Background: an optimization exercise with open tools, aiming at small area. Do not read the settings as production practice.
Function was checked by simulation only, so behaviour that the tests miss may differ from the original.
No activity file was given, so power comes from the tool's default toggle rates.

--- design.v ---
`timescale 1ns / 1ps
module sprite_rom(
        input [7:0]	  addr,
		output logic [63:0]  data );
	always_comb begin
		case (addr)
			8'd0: data = 64'h0000000001000000;
			8'd1: data = 64'h0000100012101000;
			8'd2: data = 64'h0001210132212100;
			8'd3: data = 64'h0013231233232100;
			8'd4: data = 64'h0012323233332100;
			8'd5: data = 64'h0012323333333100;
			8'd6: data = 64'h0013333333333100;
			8'd7: data = 64'h0013313333133100;
			8'd8: data = 64'h0013141331413100;
			8'd9: data = 64'h0012313333133100;
			8'd10: data = 64'h0012333333332100;
			8'd11: data = 64'h0012333333332100;
			8'd12: data = 64'h0012313333332100;
			8'd13: data = 64'h0001331111321000;
			8'd14: data = 64'h0000133333310000;
			8'd15: data = 64'h0000011111100000;
			8'd16: data = 64'h0000001331000000;
			8'd17: data = 64'h0000013333100000;
			8'd18: data = 64'h0000133333310000;
			8'd19: data = 64'h0001333333331000;
			8'd20: data = 64'h0013333333333100;
			8'd21: data = 64'h0133113333113310;
			8'd22: data = 64'h0131013333101310;
			8'd23: data = 64'h0010013333100100;
			8'd24: data = 64'h0000013333100000;
			8'd25: data = 64'h0000013333100000;
			8'd26: data = 64'h0000133113310000;
			8'd27: data = 64'h0000131001310000;
			8'd28: data = 64'h0000131001310000;
			8'd29: data = 64'h0000131001310000;
			8'd30: data = 64'h0000131001310000;
			8'd31: data = 64'h0000111001110000;
			8'd32: data = 64'h0001100000000000;
			8'd33: data = 64'h0013310000000000;
			8'd34: data = 64'h0112331000000000;
			8'd35: data = 64'h1231233100000000;
			8'd36: data = 64'h0123123310000000;
			8'd37: data = 64'h1313313311100000;
			8'd38: data = 64'h1231331333310000;
			8'd39: data = 64'h0123323333331000;
			8'd40: data = 64'h1312332331333100;
			8'd41: data = 64'h1231333314133100;
			8'd42: data = 64'h0133333331333100;
			8'd43: data = 64'h0123333333333100;
			8'd44: data = 64'h0012333133333100;
			8'd45: data = 64'h0001233311131000;
			8'd46: data = 64'h0000132223310000;
			8'd47: data = 64'h0000011111100000;
			8'd48: data = 64'h0000001331000000;
			8'd49: data = 64'h0000001331000000;
			8'd50: data = 64'h0000001331000000;
			8'd51: data = 64'h0000011331000000;
			8'd52: data = 64'h0000131333100000;
			8'd53: data = 64'h0001331333310000;
			8'd54: data = 64'h0013311331331000;
			8'd55: data = 64'h0013101331131000;
			8'd56: data = 64'h0001001331010000;
			8'd57: data = 64'h0000001331000000;
			8'd58: data = 64'h0000001331000000;
			8'd59: data = 64'h0000013331100000;
			8'd60: data = 64'h0000133313310000;
			8'd61: data = 64'h0001333101331000;
			8'd62: data = 64'h0001331000131000;
			8'd63: data = 64'h0000110000011000;
			8'd64: data = 64'h0000000000000000;
			8'd65: data = 64'h0000000000000000;
			8'd66: data = 64'h0000000000000000;
			8'd67: data = 64'h0000000000000000;
			8'd68: data = 64'h0000000000000000;
			8'd69: data = 64'h0000000000000000;
			8'd70: data = 64'h0000000000000000;
			8'd71: data = 64'h0000000000000000;
			8'd72: data = 64'h0000000000000000;
			8'd73: data = 64'h0000000000000000;
			8'd74: data = 64'h0000000000000000;
			8'd75: data = 64'h0000000000000000;
			8'd76: data = 64'h0000000000000000;
			8'd77: data = 64'h0000000000000000;
			8'd78: data = 64'h0000000000000000;
			8'd79: data = 64'h0000000000000000;
			8'd80: data = 64'h0000000000000000;
			8'd81: data = 64'h0000000000000000;
			8'd82: data = 64'h0000000000000000;
			8'd83: data = 64'h0000000000000000;
			8'd84: data = 64'h0000000000000000;
			8'd85: data = 64'h0000000000000000;
			8'd86: data = 64'h0000000000000000;
			8'd87: data = 64'h0000000000000000;
			8'd88: data = 64'h0000000000000000;
			8'd89: data = 64'h0000000000000000;
			8'd90: data = 64'h0000000000000000;
			8'd91: data = 64'h0000000000000000;
			8'd92: data = 64'h0000000000000000;
			8'd93: data = 64'h0000000000000000;
			8'd94: data = 64'h0000000000000000;
			8'd95: data = 64'h0000000000000000;
			8'd96: data = 64'h0000001000000000;
			8'd97: data = 64'h0000013100000000;
			8'd98: data = 64'h0000132310000000;
			8'd99: data = 64'h0001113111110000;
			8'd100: data = 64'h0013321333321000;
			8'd101: data = 64'h0133231333233100;
			8'd102: data = 64'h1332331332333310;
			8'd103: data = 64'h1323313123333331;
			8'd104: data = 64'h0111133311111131;
			8'd105: data = 64'h0013313333133110;
			8'd106: data = 64'h0013121331213100;
			8'd107: data = 64'h0013333333333100;
			8'd108: data = 64'h0013333333133100;
			8'd109: data = 64'h0131331111231000;
			8'd110: data = 64'h0133133332210000;
			8'd111: data = 64'h1331011111100000;
			8'd112: data = 64'h1310001331000000;
			8'd113: data = 64'h0100013333100000;
			8'd114: data = 64'h0000133333310000;
			8'd115: data = 64'h0001333333331000;
			8'd116: data = 64'h0013333333333100;
			8'd117: data = 64'h0133113333113310;
			8'd118: data = 64'h0131013333101310;
			8'd119: data = 64'h0010013333100100;
			8'd120: data = 64'h0000013333100000;
			8'd121: data = 64'h0000013333100000;
			8'd122: data = 64'h0000133113310000;
			8'd123: data = 64'h0000131001310000;
			8'd124: data = 64'h0000131001310000;
			8'd125: data = 64'h0000131001310000;
			8'd126: data = 64'h0000131001310000;
			8'd127: data = 64'h0000111001110000;
			8'd128: data = 64'h0000000000000000;
			8'd129: data = 64'h0000000000000000;
			8'd130: data = 64'h0000011111010000;
			8'd131: data = 64'h0000133233131000;
			8'd132: data = 64'h0001332333133100;
			8'd133: data = 64'h0013323331333210;
			8'd134: data = 64'h0133233111332331;
			8'd135: data = 64'h1332311333123331;
			8'd136: data = 64'h1321133333311110;
			8'd137: data = 64'h1213333331333100;
			8'd138: data = 64'h1313323312133100;
			8'd139: data = 64'h1313232333333100;
			8'd140: data = 64'h1313323133333100;
			8'd141: data = 64'h1331333311131000;
			8'd142: data = 64'h1310133333310000;
			8'd143: data = 64'h0100011111100000;
			8'd144: data = 64'h0000001331000000;
			8'd145: data = 64'h0000001331000000;
			8'd146: data = 64'h0000001331000000;
			8'd147: data = 64'h0000011331000000;
			8'd148: data = 64'h0000131333100000;
			8'd149: data = 64'h0001331333310000;
			8'd150: data = 64'h0013311331331000;
			8'd151: data = 64'h0013101331131000;
			8'd152: data = 64'h0001001331010000;
			8'd153: data = 64'h0000001331000000;
			8'd154: data = 64'h0000001331000000;
			8'd155: data = 64'h0000013331100000;
			8'd156: data = 64'h0000133313310000;
			8'd157: data = 64'h0001333101331000;
			8'd158: data = 64'h0001331000131000;
			8'd159: data = 64'h0000110000011000;
			8'd160: data = 64'h0000000000000000;
			8'd161: data = 64'h0000000000000000;
			8'd162: data = 64'h0000000000000000;
			8'd163: data = 64'h0000000000000000;
			8'd164: data = 64'h0000000000000000;
			8'd165: data = 64'h0000000000000000;
			8'd166: data = 64'h0000000000000000;
			8'd167: data = 64'h0000000000000000;
			8'd168: data = 64'h0000000000000000;
			8'd169: data = 64'h0000000000000000;
			8'd170: data = 64'h0000000000000000;
			8'd171: data = 64'h0000000000000000;
			8'd172: data = 64'h0000000000000000;
			8'd173: data = 64'h0000000000000000;
			8'd174: data = 64'h0000000000000000;
			8'd175: data = 64'h0000000000000000;
			8'd176: data = 64'h0000000000000000;
			8'd177: data = 64'h0000000000000000;
			8'd178: data = 64'h0000000000000000;
			8'd179: data = 64'h0000000000000000;
			8'd180: data = 64'h0000000000000000;
			8'd181: data = 64'h0000000000000000;
			8'd182: data = 64'h0000000000000000;
			8'd183: data = 64'h0000000000000000;
			8'd184: data = 64'h0000000000000000;
			8'd185: data = 64'h0000000000000000;
			8'd186: data = 64'h0000000000000000;
			8'd187: data = 64'h0000000000000000;
			8'd188: data = 64'h0000000000000000;
			8'd189: data = 64'h0000000000000000;
			8'd190: data = 64'h0000000000000000;
			8'd191: data = 64'h0000000000000000;
			8'd192: data = 64'h0000000000000000;
			8'd193: data = 64'h0000000000000000;
			8'd194: data = 64'h0000000000000000;
			8'd195: data = 64'h0000000000000000;
			8'd196: data = 64'h0000000000000000;
			8'd197: data = 64'h0000000000000000;
			8'd198: data = 64'h0000000000000000;
			8'd199: data = 64'h0000000000000000;
			8'd200: data = 64'h0000000000000000;
			8'd201: data = 64'h0000000000000000;
			8'd202: data = 64'h0000000000000000;
			8'd203: data = 64'h0000000000000000;
			8'd204: data = 64'h0000000000000000;
			8'd205: data = 64'h0000000000000000;
			8'd206: data = 64'h0000000000000000;
			8'd207: data = 64'h0000000000000000;
			8'd208: data = 64'h0000000000000000;
			8'd209: data = 64'h0000000000000000;
			8'd210: data = 64'h0000000000000000;
			8'd211: data = 64'h0000000000000000;
			8'd212: data = 64'h0000000000000000;
			8'd213: data = 64'h0000000000000000;
			8'd214: data = 64'h0000000000000000;
			8'd215: data = 64'h0000000000000000;
			8'd216: data = 64'h0000000000000000;
			8'd217: data = 64'h0000000000000000;
			8'd218: data = 64'h0000000000000000;
			8'd219: data = 64'h0000000000000000;
			8'd220: data = 64'h0000000000000000;
			8'd221: data = 64'h0000000000000000;
			8'd222: data = 64'h0000000000000000;
			8'd223: data = 64'h0000000000000000;
			8'd224: data = 64'h0000000000000000;
			8'd225: data = 64'h0000000000000000;
			8'd226: data = 64'h0000000000000000;
			8'd227: data = 64'h0000000000000000;
			8'd228: data = 64'h0000000000000000;
			8'd229: data = 64'h0000000000000000;
			8'd230: data = 64'h0000000000000000;
			8'd231: data = 64'h0000000000000000;
			8'd232: data = 64'h0000000000000000;
			8'd233: data = 64'h0000000000000000;
			8'd234: data = 64'h0000000000000000;
			8'd235: data = 64'h0000000000000000;
			8'd236: data = 64'h0000000000000000;
			8'd237: data = 64'h0000000000000000;
			8'd238: data = 64'h0000000000000000;
			8'd239: data = 64'h0000000000000000;
			8'd240: data = 64'h0000000000000000;
			8'd241: data = 64'h0000000000000000;
			8'd242: data = 64'h0000000000000000;
			8'd243: data = 64'h0000000000000000;
			8'd244: data = 64'h0000000000000000;
			8'd245: data = 64'h0000000000000000;
			8'd246: data = 64'h0000000000000000;
			8'd247: data = 64'h0000000000000000;
			8'd248: data = 64'h0000000000000000;
			8'd249: data = 64'h0000000000000000;
			8'd250: data = 64'h0000000000000000;
			8'd251: data = 64'h0000000000000000;
			8'd252: data = 64'h0000000000000000;
			8'd253: data = 64'h0000000000000000;
			8'd254: data = 64'h0000000000000000;
			8'd255: data = 64'h0000000000000000;
			default: data = 64'h0;
		endcase
	end
endmodule
`timescale 1ns / 1ps
module tile_rom(
        input [7:0]	  addr,
		output logic [7:0]  data );
	always_comb begin
		case (addr)
			8'd0: data = 8'b10000011;
			8'd1: data = 8'b01100011;
			8'd2: data = 8'b01110000;
			8'd3: data = 8'b00010000;
			8'd4: data = 8'b00011000;
			8'd5: data = 8'b00001110;
			8'd6: data = 8'b00000010;
			8'd7: data = 8'b00000011;
			8'd8: data = 8'b10000011;
			8'd9: data = 8'b01100011;
			8'd10: data = 8'b01110000;
			8'd11: data = 8'b00010000;
			8'd12: data = 8'b00011000;
			8'd13: data = 8'b00001110;
			8'd14: data = 8'b00000010;
			8'd15: data = 8'b00000011;
			8'd16: data = 8'b10000011;
			8'd17: data = 8'b01100011;
			8'd18: data = 8'b01110000;
			8'd19: data = 8'b00010000;
			8'd20: data = 8'b00011000;
			8'd21: data = 8'b00001110;
			8'd22: data = 8'b00000010;
			8'd23: data = 8'b00000011;
			8'd24: data = 8'b10000011;
			8'd25: data = 8'b01100011;
			8'd26: data = 8'b01110000;
			8'd27: data = 8'b00010000;
			8'd28: data = 8'b00011000;
			8'd29: data = 8'b00001110;
			8'd30: data = 8'b00000010;
			8'd31: data = 8'b00000011;
			8'd32: data = 8'b11111111;
			8'd33: data = 8'b10100001;
			8'd34: data = 8'b10010001;
			8'd35: data = 8'b10100011;
			8'd36: data = 8'b11000101;
			8'd37: data = 8'b10001001;
			8'd38: data = 8'b10010001;
			8'd39: data = 8'b10001001;
			8'd40: data = 8'b11111111;
			8'd41: data = 8'b10100001;
			8'd42: data = 8'b10010001;
			8'd43: data = 8'b10100011;
			8'd44: data = 8'b11000101;
			8'd45: data = 8'b10001001;
			8'd46: data = 8'b10010001;
			8'd47: data = 8'b10001001;
			8'd48: data = 8'b11111111;
			8'd49: data = 8'b10100001;
			8'd50: data = 8'b10010001;
			8'd51: data = 8'b10100011;
			8'd52: data = 8'b11000101;
			8'd53: data = 8'b10001001;
			8'd54: data = 8'b10010001;
			8'd55: data = 8'b10001001;
			8'd56: data = 8'b11111111;
			8'd57: data = 8'b10100001;
			8'd58: data = 8'b10010001;
			8'd59: data = 8'b10100011;
			8'd60: data = 8'b11000101;
			8'd61: data = 8'b10001001;
			8'd62: data = 8'b10010001;
			8'd63: data = 8'b10001001;
			8'd64: data = 8'b01000100;
			8'd65: data = 8'b00101000;
			8'd66: data = 8'b00010000;
			8'd67: data = 8'b00101000;
			8'd68: data = 8'b01000100;
			8'd69: data = 8'b10000010;
			8'd70: data = 8'b01000001;
			8'd71: data = 8'b00100010;
			8'd72: data = 8'b00010100;
			8'd73: data = 8'b00001000;
			8'd74: data = 8'b00001000;
			8'd75: data = 8'b00010100;
			8'd76: data = 8'b00100010;
			8'd77: data = 8'b01000001;
			8'd78: data = 8'b10000010;
			8'd79: data = 8'b01000100;
			8'd80: data = 8'b00000100;
			8'd81: data = 8'b00001010;
			8'd82: data = 8'b00000100;
			8'd83: data = 8'b00000000;
			8'd84: data = 8'b00100000;
			8'd85: data = 8'b01010000;
			8'd86: data = 8'b00100000;
			8'd87: data = 8'b00000000;
			8'd88: data = 8'b00000100;
			8'd89: data = 8'b00001010;
			8'd90: data = 8'b00000100;
			8'd91: data = 8'b00000000;
			8'd92: data = 8'b00100000;
			8'd93: data = 8'b01010000;
			8'd94: data = 8'b00100000;
			8'd95: data = 8'b00000000;
			8'd96: data = 8'b00000000;
			8'd97: data = 8'b00000000;
			8'd98: data = 8'b00011000;
			8'd99: data = 8'b00011000;
			8'd100: data = 8'b00011000;
			8'd101: data = 8'b00011000;
			8'd102: data = 8'b01111110;
			8'd103: data = 8'b01000010;
			8'd104: data = 8'b00100100;
			8'd105: data = 8'b00011000;
			8'd106: data = 8'b00000000;
			8'd107: data = 8'b00000000;
			8'd108: data = 8'b00000000;
			8'd109: data = 8'b01111110;
			8'd110: data = 8'b10000001;
			8'd111: data = 8'b10000001;
			8'd112: data = 8'b11111111;
			8'd113: data = 8'b10000001;
			8'd114: data = 8'b10000001;
			8'd115: data = 8'b10000001;
			8'd116: data = 8'b10011001;
			8'd117: data = 8'b10100101;
			8'd118: data = 8'b10100101;
			8'd119: data = 8'b10011001;
			8'd120: data = 8'b10010001;
			8'd121: data = 8'b10011001;
			8'd122: data = 8'b10010001;
			8'd123: data = 8'b10011001;
			8'd124: data = 8'b10000001;
			8'd125: data = 8'b10000001;
			8'd126: data = 8'b10000001;
			8'd127: data = 8'b11111111;
			8'd128: data = 8'b00010000;
			8'd129: data = 8'b00100000;
			8'd130: data = 8'b00010000;
			8'd131: data = 8'b00001000;
			8'd132: data = 8'b00010000;
			8'd133: data = 8'b00101000;
			8'd134: data = 8'b01000100;
			8'd135: data = 8'b00101000;
			8'd136: data = 8'b00010000;
			8'd137: data = 8'b00001000;
			8'd138: data = 8'b00000100;
			8'd139: data = 8'b00001000;
			8'd140: data = 8'b00010000;
			8'd141: data = 8'b00100000;
			8'd142: data = 8'b00010000;
			8'd143: data = 8'b00001000;
			8'd144: data = 8'b00000000;
			8'd145: data = 8'b00000000;
			8'd146: data = 8'b00000000;
			8'd147: data = 8'b00000000;
			8'd148: data = 8'b00000000;
			8'd149: data = 8'b00000000;
			8'd150: data = 8'b00000000;
			8'd151: data = 8'b00000000;
			8'd152: data = 8'b00000000;
			8'd153: data = 8'b00000000;
			8'd154: data = 8'b00000000;
			8'd155: data = 8'b00000000;
			8'd156: data = 8'b00000000;
			8'd157: data = 8'b00000000;
			8'd158: data = 8'b00000000;
			8'd159: data = 8'b00000000;
			8'd160: data = 8'b00000000;
			8'd161: data = 8'b00000000;
			8'd162: data = 8'b00000000;
			8'd163: data = 8'b00000000;
			8'd164: data = 8'b00000000;
			8'd165: data = 8'b00000000;
			8'd166: data = 8'b00000000;
			8'd167: data = 8'b00000000;
			8'd168: data = 8'b00000000;
			8'd169: data = 8'b00000000;
			8'd170: data = 8'b00000000;
			8'd171: data = 8'b00000000;
			8'd172: data = 8'b00000000;
			8'd173: data = 8'b00000000;
			8'd174: data = 8'b00000000;
			8'd175: data = 8'b00000000;
			8'd176: data = 8'b00000000;
			8'd177: data = 8'b00000000;
			8'd178: data = 8'b00000000;
			8'd179: data = 8'b00000000;
			8'd180: data = 8'b00000000;
			8'd181: data = 8'b00000000;
			8'd182: data = 8'b00000000;
			8'd183: data = 8'b00000000;
			8'd184: data = 8'b00000000;
			8'd185: data = 8'b00000000;
			8'd186: data = 8'b00000000;
			8'd187: data = 8'b00000000;
			8'd188: data = 8'b00000000;
			8'd189: data = 8'b00000000;
			8'd190: data = 8'b00000000;
			8'd191: data = 8'b00000000;
			8'd192: data = 8'b00000000;
			8'd193: data = 8'b00000000;
			8'd194: data = 8'b00000000;
			8'd195: data = 8'b00000000;
			8'd196: data = 8'b00000000;
			8'd197: data = 8'b00000000;
			8'd198: data = 8'b00000000;
			8'd199: data = 8'b00000000;
			8'd200: data = 8'b00000000;
			8'd201: data = 8'b00000000;
			8'd202: data = 8'b00000000;
			8'd203: data = 8'b00000000;
			8'd204: data = 8'b00000000;
			8'd205: data = 8'b00000000;
			8'd206: data = 8'b00000000;
			8'd207: data = 8'b00000000;
			8'd208: data = 8'b00000000;
			8'd209: data = 8'b00000000;
			8'd210: data = 8'b00000000;
			8'd211: data = 8'b00000000;
			8'd212: data = 8'b00000000;
			8'd213: data = 8'b00000000;
			8'd214: data = 8'b00000000;
			8'd215: data = 8'b00000000;
			8'd216: data = 8'b00000000;
			8'd217: data = 8'b00000000;
			8'd218: data = 8'b00000000;
			8'd219: data = 8'b00000000;
			8'd220: data = 8'b00000000;
			8'd221: data = 8'b00000000;
			8'd222: data = 8'b00000000;
			8'd223: data = 8'b00000000;
			8'd224: data = 8'b00000000;
			8'd225: data = 8'b00000000;
			8'd226: data = 8'b00000000;
			8'd227: data = 8'b00000000;
			8'd228: data = 8'b00000000;
			8'd229: data = 8'b00000000;
			8'd230: data = 8'b00000000;
			8'd231: data = 8'b00000000;
			8'd232: data = 8'b00000000;
			8'd233: data = 8'b00000000;
			8'd234: data = 8'b00000000;
			8'd235: data = 8'b00000000;
			8'd236: data = 8'b00000000;
			8'd237: data = 8'b00000000;
			8'd238: data = 8'b00000000;
			8'd239: data = 8'b00000000;
			8'd240: data = 8'b00000000;
			8'd241: data = 8'b00000000;
			8'd242: data = 8'b00000000;
			8'd243: data = 8'b00000000;
			8'd244: data = 8'b00000000;
			8'd245: data = 8'b00000000;
			8'd246: data = 8'b00000000;
			8'd247: data = 8'b00000000;
			8'd248: data = 8'b00000000;
			8'd249: data = 8'b00000000;
			8'd250: data = 8'b00000000;
			8'd251: data = 8'b00000000;
			8'd252: data = 8'b00000000;
			8'd253: data = 8'b00000000;
			8'd254: data = 8'b00000000;
			8'd255: data = 8'b00000000;
			default: data = 8'b0;
		endcase
	end
endmodule
module  vga_controller ( input        pixel_clk,         
                                      reset,             
                         output logic hs,                
								      vs,                
									  active_nblank,     
									  sync,       
						 output [9:0] drawX,      
						              drawY );    
    parameter [9:0] hpixels = 10'b1100011111;
    parameter [9:0] vlines = 10'b1000001100;
    logic [9:0] hc, vc;
	 logic display;
    assign sync = 1'b0;
   always_ff @ (posedge pixel_clk)
	begin: counter_proc
		  if ( reset ) 
			begin 
				 hc <= 10'b0000000000;
				 vc <= 10'b0000000000;
			end
		  else 
			 if ( hc == hpixels )   
			  begin 
					hc <= 10'b0000000000;
					if ( vc == vlines )    
						 vc <= 10'b0000000000;
					else 
						 vc <= (vc + 1);
			  end
			 else 
				  hc <= (hc + 1);   
	 end 
    assign drawX = hc;
    assign drawY = vc;
    always_ff @ (posedge pixel_clk)
    begin : hsync_proc
        if ( reset ) 
            hs <= 1'b0;
        else  
            if ((((hc + 1) >= 10'b1010010000) & ((hc + 1) < 10'b1011110000))) 
                hs <= 1'b0;
            else 
				    hs <= 1'b1;
    end
    always_ff @ (posedge pixel_clk)
    begin : vsync_proc
        if ( reset ) 
           vs <= 1'b0;
        else 
            if ( ((vc + 1) == 9'b111101010) | ((vc + 1) == 9'b111101011) ) 
			       vs <= 1'b0;
            else 
			       vs <= 1'b1;
    end
    always_comb
    begin 
        if ( (hc >= 10'b1010000000) | (vc >= 10'b0111100000) ) 
            display = 1'b0;
        else 
            display = 1'b1;
    end 
    assign active_nblank = display;    
endmodule
module  color_mapper ( input  logic [9:0] DrawX, DrawY,
                       output logic [3:0]  Red, Green, Blue,
                       output logic [11:0] VRAM_ADDR_IN,
                       input logic [31:0] VRAM_DATA_OUT,
                       input logic [31:0] SCENE_SELECT,
                       input logic [9:0][31:0] SPRITE_REG
                       );
	logic [11:0] fg_color;
	logic [11:0] bg_color;
	logic [7:0] ELM0, ELM1, ELM2, ELM3;
	logic shape_on;
	logic [10:0] shape_x;
	logic [10:0] shape_y;
	localparam logic [10:0] shape_size_x = 8;
	localparam logic [10:0] shape_size_y = 16;
	logic [7:0] current_elm;
	logic [11:0] vram_op;
	logic [7:0] tile_addr;
	logic [7:0] tile_data;
    assign vram_op = DrawX[9:3] + (DrawY[9:4]*80);
    assign VRAM_ADDR_IN = vram_op[11:2] + (SCENE_SELECT[7:0] << 9) + (SCENE_SELECT[7:0] << 6) + (SCENE_SELECT[7:0] << 4) + (SCENE_SELECT[7:0] << 3);
    logic sprite_on;
    logic [11:0] sprite_color;
	logic [10:0] sprite_x;
	logic [10:0] sprite_y;
	localparam logic [10:0] sprite_size_x = 16;
	localparam logic [10:0] sprite_size_y = 32; 
	logic [7:0] sprite_addr;
	logic [63:0] sprite_data;
	logic [6:0] active_sprite;
	int i;
	logic found;  
	sprite_rom sr(.addr(sprite_addr), .data(sprite_data));
    tile_rom tr(.addr(tile_addr), .data(tile_data));
 always_comb
    begin:Ball_on_proc
        ELM3 = VRAM_DATA_OUT[31:24];
        ELM2 = VRAM_DATA_OUT[23:16];
        ELM1 = VRAM_DATA_OUT[15:8];
        ELM0 = VRAM_DATA_OUT[7:0];
        case ( DrawX[4:3] )
            0 : current_elm = ELM0;
            1 : current_elm = ELM1;
            2 : current_elm = ELM2;
            3 : current_elm = ELM3;
            default : current_elm = 8'b0;
        endcase
        case ( current_elm[6:0] )
            0 : begin  
                fg_color = 'h630;
                bg_color = 'h0;
            end 
            1 : begin  
                fg_color = 'h630;
                bg_color = 'h0;
            end 
            2 : begin  
                fg_color = 'hf00;
                bg_color = 'ha20;
            end
            3 : begin  
                fg_color = 'h00f;
                bg_color = 'h019;
            end
            4 : begin  
                fg_color = 'hc60;
                bg_color = 'hf00;
            end
            5 : begin  
                fg_color = 'h0bf;
                bg_color = 'h00f;
            end
            6 : begin  
                fg_color = 'h000;
                bg_color = 'ha30;
            end
            7 : begin  
                fg_color = 'h000;
                bg_color = 'ha30;
            end
            8 : begin  
                fg_color = 'h070;
                bg_color = 'h330;
            end
            default : begin
                fg_color = 'hfff;
                bg_color = 'h0;
            end
        endcase
        shape_x = DrawX[9:3];
        shape_y = DrawY[9:4];
        tile_addr = DrawY[3:0] + (current_elm[3:0] << 4);
        shape_on = tile_data[3'd7-DrawX[2:0]];
        sprite_addr = 0;
        active_sprite = 'h7f;
        sprite_x = 0;
        found = 1'b0;
        for(i=0; i<10; i++) begin
            if( !found && SPRITE_REG[i][31] == 1'b1 && DrawX >= SPRITE_REG[i][23:12] && DrawX < SPRITE_REG[i][23:12] + sprite_size_x 
                && DrawY >= SPRITE_REG[i][11:0] && DrawY < SPRITE_REG[i][11:0] + sprite_size_y ) begin
                if( SPRITE_REG[i][30:24] == 2 )
                    sprite_addr = DrawY - SPRITE_REG[i][11:0] + 'h20;
                else if( SPRITE_REG[i][30:24] == 5 )
                    sprite_addr = DrawY - SPRITE_REG[i][11:0] + 'h80;
                else
                    sprite_addr = DrawY - SPRITE_REG[i][11:0] + (SPRITE_REG[i][30:24] << 5);
                active_sprite = SPRITE_REG[i][30:24];
                sprite_x = SPRITE_REG[i][23:12];
                found = 1'b1;
            end
        end
        case (active_sprite)
            0 : begin 
                case (sprite_data[(DrawX - sprite_x) << 2 +: 4])
                    0 : begin
                        sprite_color = 12'h0;
                        sprite_on = 0;
                    end
                    1 : begin
                        sprite_color = 12'h000;
                        sprite_on = 1;
                    end
                    2 : begin
                        sprite_color = 12'hf40;
                        sprite_on = 1;
                    end
                    3 : begin
                        sprite_color = 12'hf30;
                        sprite_on = 1;
                    end
                    4 : begin
                        sprite_color = 12'hef8;
                        sprite_on = 1;
                    end
                    default : begin
                        sprite_color = 12'h0;
                        sprite_on = 0;
                    end
                endcase
            end
            1 : begin
                case (sprite_data[(DrawX - sprite_x) << 2 +: 4])
                    0 : begin
                        sprite_color = 12'h0;
                        sprite_on = 0;
                    end
                    1 : begin
                        sprite_color = 12'h000;
                        sprite_on = 1;
                    end
                    2 : begin
                        sprite_color = 12'hf40;
                        sprite_on = 1;
                    end
                    3 : begin
                        sprite_color = 12'hf30;
                        sprite_on = 1;
                    end
                    4 : begin
                        sprite_color = 12'hef8;
                        sprite_on = 1;
                    end
                    default : begin
                        sprite_color = 12'h0;
                        sprite_on = 0;
                    end
                endcase
            end
            2 : begin
                case (sprite_data[( 10'd15 - (DrawX - sprite_x) ) << 2 +: 4])
                    0 : begin
                        sprite_color = 12'h0;
                        sprite_on = 0;
                    end
                    1 : begin
                        sprite_color = 12'h000;
                        sprite_on = 1;
                    end
                    2 : begin
                        sprite_color = 12'hf40;
                        sprite_on = 1;
                    end
                    3 : begin
                        sprite_color = 12'hf30;
                        sprite_on = 1;
                    end
                    4 : begin
                        sprite_color = 12'hef8;
                        sprite_on = 1;
                    end
                    default : begin
                        sprite_color = 12'h0;
                        sprite_on = 0;
                    end
                endcase
            end
            3 : begin
                case (sprite_data[(DrawX - sprite_x) << 2 +: 4])
                    0 : begin
                        sprite_color = 12'h0;
                        sprite_on = 0;
                    end
                    1 : begin
                        sprite_color = 12'h000;
                        sprite_on = 1;
                    end
                    2 : begin
                        sprite_color = 12'h1cf;
                        sprite_on = 1;
                    end
                    3 : begin
                        sprite_color = 12'h0af;
                        sprite_on = 1;
                    end
                    default : begin
                        sprite_color = 12'h0;
                        sprite_on = 0;
                    end
                endcase
            end
            4 : begin
                case (sprite_data[(DrawX - sprite_x) << 2 +: 4])
                    0 : begin
                        sprite_color = 12'h0;
                        sprite_on = 0;
                    end
                    1 : begin
                        sprite_color = 12'h000;
                        sprite_on = 1;
                    end
                    2 : begin
                        sprite_color = 12'h1cf;
                        sprite_on = 1;
                    end
                    3 : begin
                        sprite_color = 12'h0af;
                        sprite_on = 1;
                    end
                    default : begin
                        sprite_color = 12'h0;
                        sprite_on = 0;
                    end
                endcase
            end
            5 : begin
                case (sprite_data[( 10'd15 - (DrawX - sprite_x) ) << 2 +: 4])
                    0 : begin
                        sprite_color = 12'h0;
                        sprite_on = 0;
                    end
                    1 : begin
                        sprite_color = 12'h000;
                        sprite_on = 1;
                    end
                    2 : begin
                        sprite_color = 12'h1cf;
                        sprite_on = 1;
                    end
                    3 : begin
                        sprite_color = 12'h0af;
                        sprite_on = 1;
                    end
                    default : begin
                        sprite_color = 12'h0;
                        sprite_on = 0;
                    end
                endcase
            end
            default : begin
                sprite_on = 0;
                sprite_color = 12'h0;
            end
        endcase
     end 
    always_comb
    begin:RGB_Display
        if( sprite_on == 1'b1 ) begin
            Red = sprite_color[11:8];
            Green = sprite_color[9:4];
            Blue = sprite_color[3:0];
        end
        else if ( shape_on == 1'b1 ) begin 
            Red = fg_color[11:8];
            Green = fg_color[9:4];
            Blue = fg_color[3:0];
        end 
        else begin 
            Red = bg_color[11:8];
            Green = bg_color[9:4];
            Blue = bg_color[3:0];
        end      
    end 
endmodule
module wal_video (
    input  logic        clk,
    input  logic        rst,         
    input  logic        reg_we,
    input  logic [3:0]  reg_addr,    
    input  logic [31:0] reg_wdata,
    output logic [11:0] vram_addr,
    input  logic [31:0] vram_rdata,
    output logic        hs,
    output logic        vs,
    output logic        vde,
    output logic [3:0]  red,
    output logic [3:0]  green,
    output logic [3:0]  blue
);
    logic [31:0] scene_select;
    logic [9:0][31:0] sprite_reg;
    logic [9:0]  drawX, drawY;
    logic        sync;
    always_ff @(posedge clk) begin
        if (reg_we) begin
            if (reg_addr == 4'd10)
                scene_select <= reg_wdata;
            else if (reg_addr < 4'd10)
                sprite_reg[reg_addr] <= reg_wdata;
        end
    end
    vga_controller vga (
        .pixel_clk(clk),
        .reset(rst),
        .hs(hs),
        .vs(vs),
        .active_nblank(vde),
        .sync(sync),
        .drawX(drawX),
        .drawY(drawY)
    );
    color_mapper color_instance (
        .DrawX(drawX),
        .DrawY(drawY),
        .Red(red),
        .Green(green),
        .Blue(blue),
        .SCENE_SELECT(scene_select),
        .VRAM_ADDR_IN(vram_addr),
        .VRAM_DATA_OUT(vram_rdata),
        .SPRITE_REG(sprite_reg)
    );
endmodule
--- run.sh ---
#!/bin/bash
# synth_recipe.tcl (not shown) runs the flow's synth.tcl, then flattens the netlist and writes it again
# the make line also repeats each setting of config.mk as NAME=value (left out here)
make -C /OpenROAD-flow-scripts/flow DESIGN_CONFIG=/design/flow/config.mk WORK_HOME=/design/flow/orfs CLKGATE_MAP_FILE= SYNTH_SCRIPT=/design/flow/synth_recipe.tcl finish
--- config.mk ---
export PLATFORM = sky130hd
export DESIGN_NAME = wal_video
export DESIGN_NICKNAME = wal_video
export VERILOG_FILES = /design/flow/design.v
export SDC_FILE = /design/flow/constraint.sdc
export NUM_CORES = 4
export LEC_CHECK = 0
export CAP_MARGIN = 20
export CORE_MARGIN = 2
export CORE_UTILIZATION = 40
export SLEW_MARGIN = 20
export SYNTH_MEMORY_MAX_BITS = 32768
--- constraint.sdc ---
create_clock -name core_clock -period 18.0 [get_ports {clk}]
set_input_delay 3.6000 -clock core_clock [delete_from_list [all_inputs] [get_ports {clk}]]
set_output_delay 3.6000 -clock core_clock [all_outputs]
set_load 0.01 [all_outputs]
==> notes.md <==
power breakdown:
group | switching (W) | internal (W) | total [W]
registers | 0.0000505 | 0.000949 | 0.00100
clock network | 0.000391 | 0.000534 | 0.000925
logic | 0.000279 | 0.000210 | 0.000489
total | 0.000720 | 0.00169 | 0.00241
cell families (layout without fill, tap and decap cells):
family,Yosys count,count (layout),synth area share (%)
and+or+nand+nor,1302,1302,16.1
AOI/OAI and AO/OA,1218,1218,20.8
buffers and inverters,632,664,6.34
adders and majority gates,538,538,18.2
DFF,350,350,25.3
muxes,289,289,7.96
xor gates and xnor gates,244,244,5.29
other,0,2,0
worst max-delay path, delay by kind of cell, from the launching register on:
kind            cells  cell delay, ns
compound gates     13            3.69
fa+ha+maj           3            1.27
buf+inv             6            2.18
flops               1            0.75
simple gates        7            2.90
worst min path at each step:
stage	start	to	slack, ns
finish	sprite_reg[319]	sprite_reg[319]	0.54
CTS	sprite_reg[319]	sprite_reg[319]	0.55
global route	sprite_reg[34]	sprite_reg[34]	0.58
global placement	sprite_reg[319]	sprite_reg[319]	0.53
floorplan	vga.hc[0]	vga.hc[0]	0.47
detailed placement	sprite_reg[319]	sprite_reg[319]	0.53
placed cells by master (no fill, tap or decap), types with 28 or more instances in the layout:
| cell | instances |
|---|---|
| nand2b_1 | 34 |
| nor4_1 | 43 |
| clkdlybuf4s50_1 | 93 |
| a21oi_1 | 255 |
| nand3_1 | 152 |
| buf_4 | 76 |
| nor2b_1 | 34 |
| ha_1 | 451 |
| nand2_1 | 360 |
| nand4_1 | 69 |
| and3_1 | 51 |
| inv_1 | 410 |
| mux2i_1 | 28 |
| mux2_2 | 259 |
| a31oi_1 | 60 |
| a21o_1 | 51 |
| a211oi_1 | 48 |
| nor3_1 | 102 |
| o211ai_1 | 62 |
| clkbuf_16 | 43 |
| o22ai_1 | 42 |
| xor2_1 | 60 |
| o21a_1 | 35 |
| nor2_1 | 283 |
| a22o_1 | 37 |
| xnor2_1 | 183 |
| o21ai_0 | 218 |
| fa_1 | 87 |
| edfxtp_1 | 328 |
metrics by stage:
step           cell area (µm²)  cells  hold WS, ns  setup WS [ns]
2_1_floorplan            40600   4573        0.473           6.11
3_3_place_gp             42900   5882        0.532           3.89
3_5_place_dp             42900   5882        0.531           3.92
4_1_cts                  44300   5961        0.546           3.23
5_1_grt                  44400   5962        0.584           2.52
6_report                 44400   5964        0.542           2.94
final cells by class:
type | count | area share (%)
multi-input combinational | 3591 | 62.7
sequential | 350 | 23.2
tap | 1357 | 3.83
inverter | 414 | 3.50
timing repair buffer | 171 | 3.45
clock buffer | 49 | 2.50
clock inverter | 30 | 0.790
antenna | 2 | 0.0113
per-layer routing:
| metal | up-vias | global-route usage [%] | share of wire [%] |
|---|---|---|---|
| met1 | 17900 | 36.6 | 42 |
| li1 | 17000 | - | - |
| met2 | 1549 | 44.9 | 45 |
| met3 | 355 | 3.65 | 7.4 |
| met5 | - | 0 | 0 |
| met4 | 0 | 13.5 | 5.7 |
==> impl_results.md <==
* Status: complete, no violations
* Initial Util at 40.4%
* Final count of pins violating max slew at 0
* Max-cap violations at 0
* Worst hold path stage count at 2
* Number of inserted filler cells in the final layout at approximately 9900
* Number of vias in the routed layout at 36800
* Clock net sink count at 350
* Worst-Margin Slew at around 1.3 ns
* Post-synthesis sequential area ratio at 25.3%
* Origin of the critical flop-to-flop path: vga.vc[2]
* CP startpoint: vga.vc[2]
* Core outline area at around 0.10 mm²
* Required @ worst endpoint at about 14 ns
* Layout cells sized above 1 at ~11%
* Post-Synthesis Mean Instance Area at between 8 and 9 µm²
* Floorplan die width at 323 µm
* Antenna violations before repair at 3
* Gp weighted congestion at between 1 and 1.5
* Post-synthesis sequential element count at 350
* Worst reg-to-reg setup slack at between 10 and 15 ns
* Most numerous cell in the Yosys netlist: ha_1
* # setup viols final at 0
* Tightest slew margin relative to the limit at ~16%
* Clock buffer count from CTS at between 40 and 50
* Critical-path maximum fanout at 34
* RSZ-0062 raised after global routing: no
* Ys Warns at 5
* Number of global-route vias before repair at 35100
* Synth-to-Final Area Change at 9.20%
* Die boundary height at 323 µm
* Primary FF master, synth: edfxtp_1
* Clock skew at about 0.035 ns
* Synth area leader: edfxtp_1
* Max clock buf depth at 3
* Clock Root Buffer: clkbuf_16
* Clock-pin slew on the worst setup and hold paths at 0.06 ns
* Combined area of the multi-input logic cells at around 0.028 mm²
* Cells resized by post-CTS repair at 0
* Worst setup EP type: output pin
* Capture point of the worst reg-to-reg path: vga.vc[9]
* Time the worst path needs with I/O delays and setup at around 15 ns
* Pwr per Cell Area at approximately 54 mW/mm²
* I/O Pins at a little under 100
* Largest stage delay, worst path at between 0.7 and 0.8 ns
* Netlist area before placement at 0.0406 mm²
* Most used standard cells in the synthesized netlist: ha_1, inv_1, nand2_1, edfxtp_1, nor2_1
* Grt ovf at 0
* Final cell utilization of the core at 44.2%
* Flip-flop count of the largest register, all copies and words added at 320
* Fraction of post-synthesis cell area in the top cell type by area at 24.2%
* Largest voltage drop on the vdd net at between 0.07 and 0.08 mV
* Number of instances in the synthesized netlist at 4573
* Post-CTS setup buffer count at 0
* Die outline area at 0.104 mm²
* PortBufs at 93
* Via density at around 6
* Static leakage power at around 18 nW
* Area taken by flip-flops and latches at 0.0103 mm²
* Clock tree from TritonCTS: yes
* Routed wirelength normalized by instance count at around 25 µm
* Hold buffer count at cts at 0
* Aggregate routed wire length at 148000 µm
* Class of the worst hold path: register to register
* Nets@finish at 5180
* Overall power of the completed layout at about 0.0024 W
* Data arrival time of the worst path at 11.46 ns
* Depth of the worst register-to-register path at 9
* Setup crit end: blue[2]
* Number of synthesized flops with an enable pin at 328
* Depth of the CTS H-tree at 2
* Master of the slowest instance on the critical path: a2111oi_1
* Final Hold Violating Endpoints at 0
* Async set-or-reset flop fraction in the synthesized netlist at 0%
* Count of unique library cells instantiated by Yosys at roughly 120
* Global-route wire length before repair at about 220000 µm
* Worst Path Class, Setup: register to output pin
* Insertion delay to the later sink of the worst-skew pair at about 0.6 ns
* Period Utilization, post-route at 83.7%
* Number of iterations in the first detailed-routing pass at 6
* Number of remaining DRC errors at 0
* Overall fraction of global-route tracks in use at 27.8%
* Number of nets with antenna violations after routing at 0
* Total negative setup slack at 0 ns
* Leading post-synthesis cells by cell area: edfxtp_1, ha_1, mux2_2
* Fmax at 0.0664 GHz
* Net count after synthesis at 5182
* 1st-iter DRT viols at slightly below 4000
* Half-perimeter wire length after placement at ~110000 µm
* Floorplan row count at 116
* Nature of the critical path startpoint: register
* Maximum number of pins on one net before global-route repair at ~180

[static timing again, ports no longer ideal]
No port has a modelled driver above. Below, the same layout with a new extraction and two added sets of constraints. Step 1: set_driving_cell puts a clkbuf_16 on clk and a buf_2 on each other input, an assumption about the parent block. Step 2 adds t to the input delays and takes it off the output delays; t is the mean of the earliest and latest rising clock arrival at the registers after step 1. Input paths then give back, and output paths get back, about the clock's delay inside the block. a / b / c = no drivers / after step 1 / after step 2; a / b = the first two.
t, ns: 0.654
setup slack, ns: 2.939 / 2.873 / 3.527
worst register clock-pin slew, ns: 0.07 / 0.07
After both steps this run still meets setup and hold. The setup slack of this run moves by -0.066 ns with the drivers and by +0.588 ns with both steps.
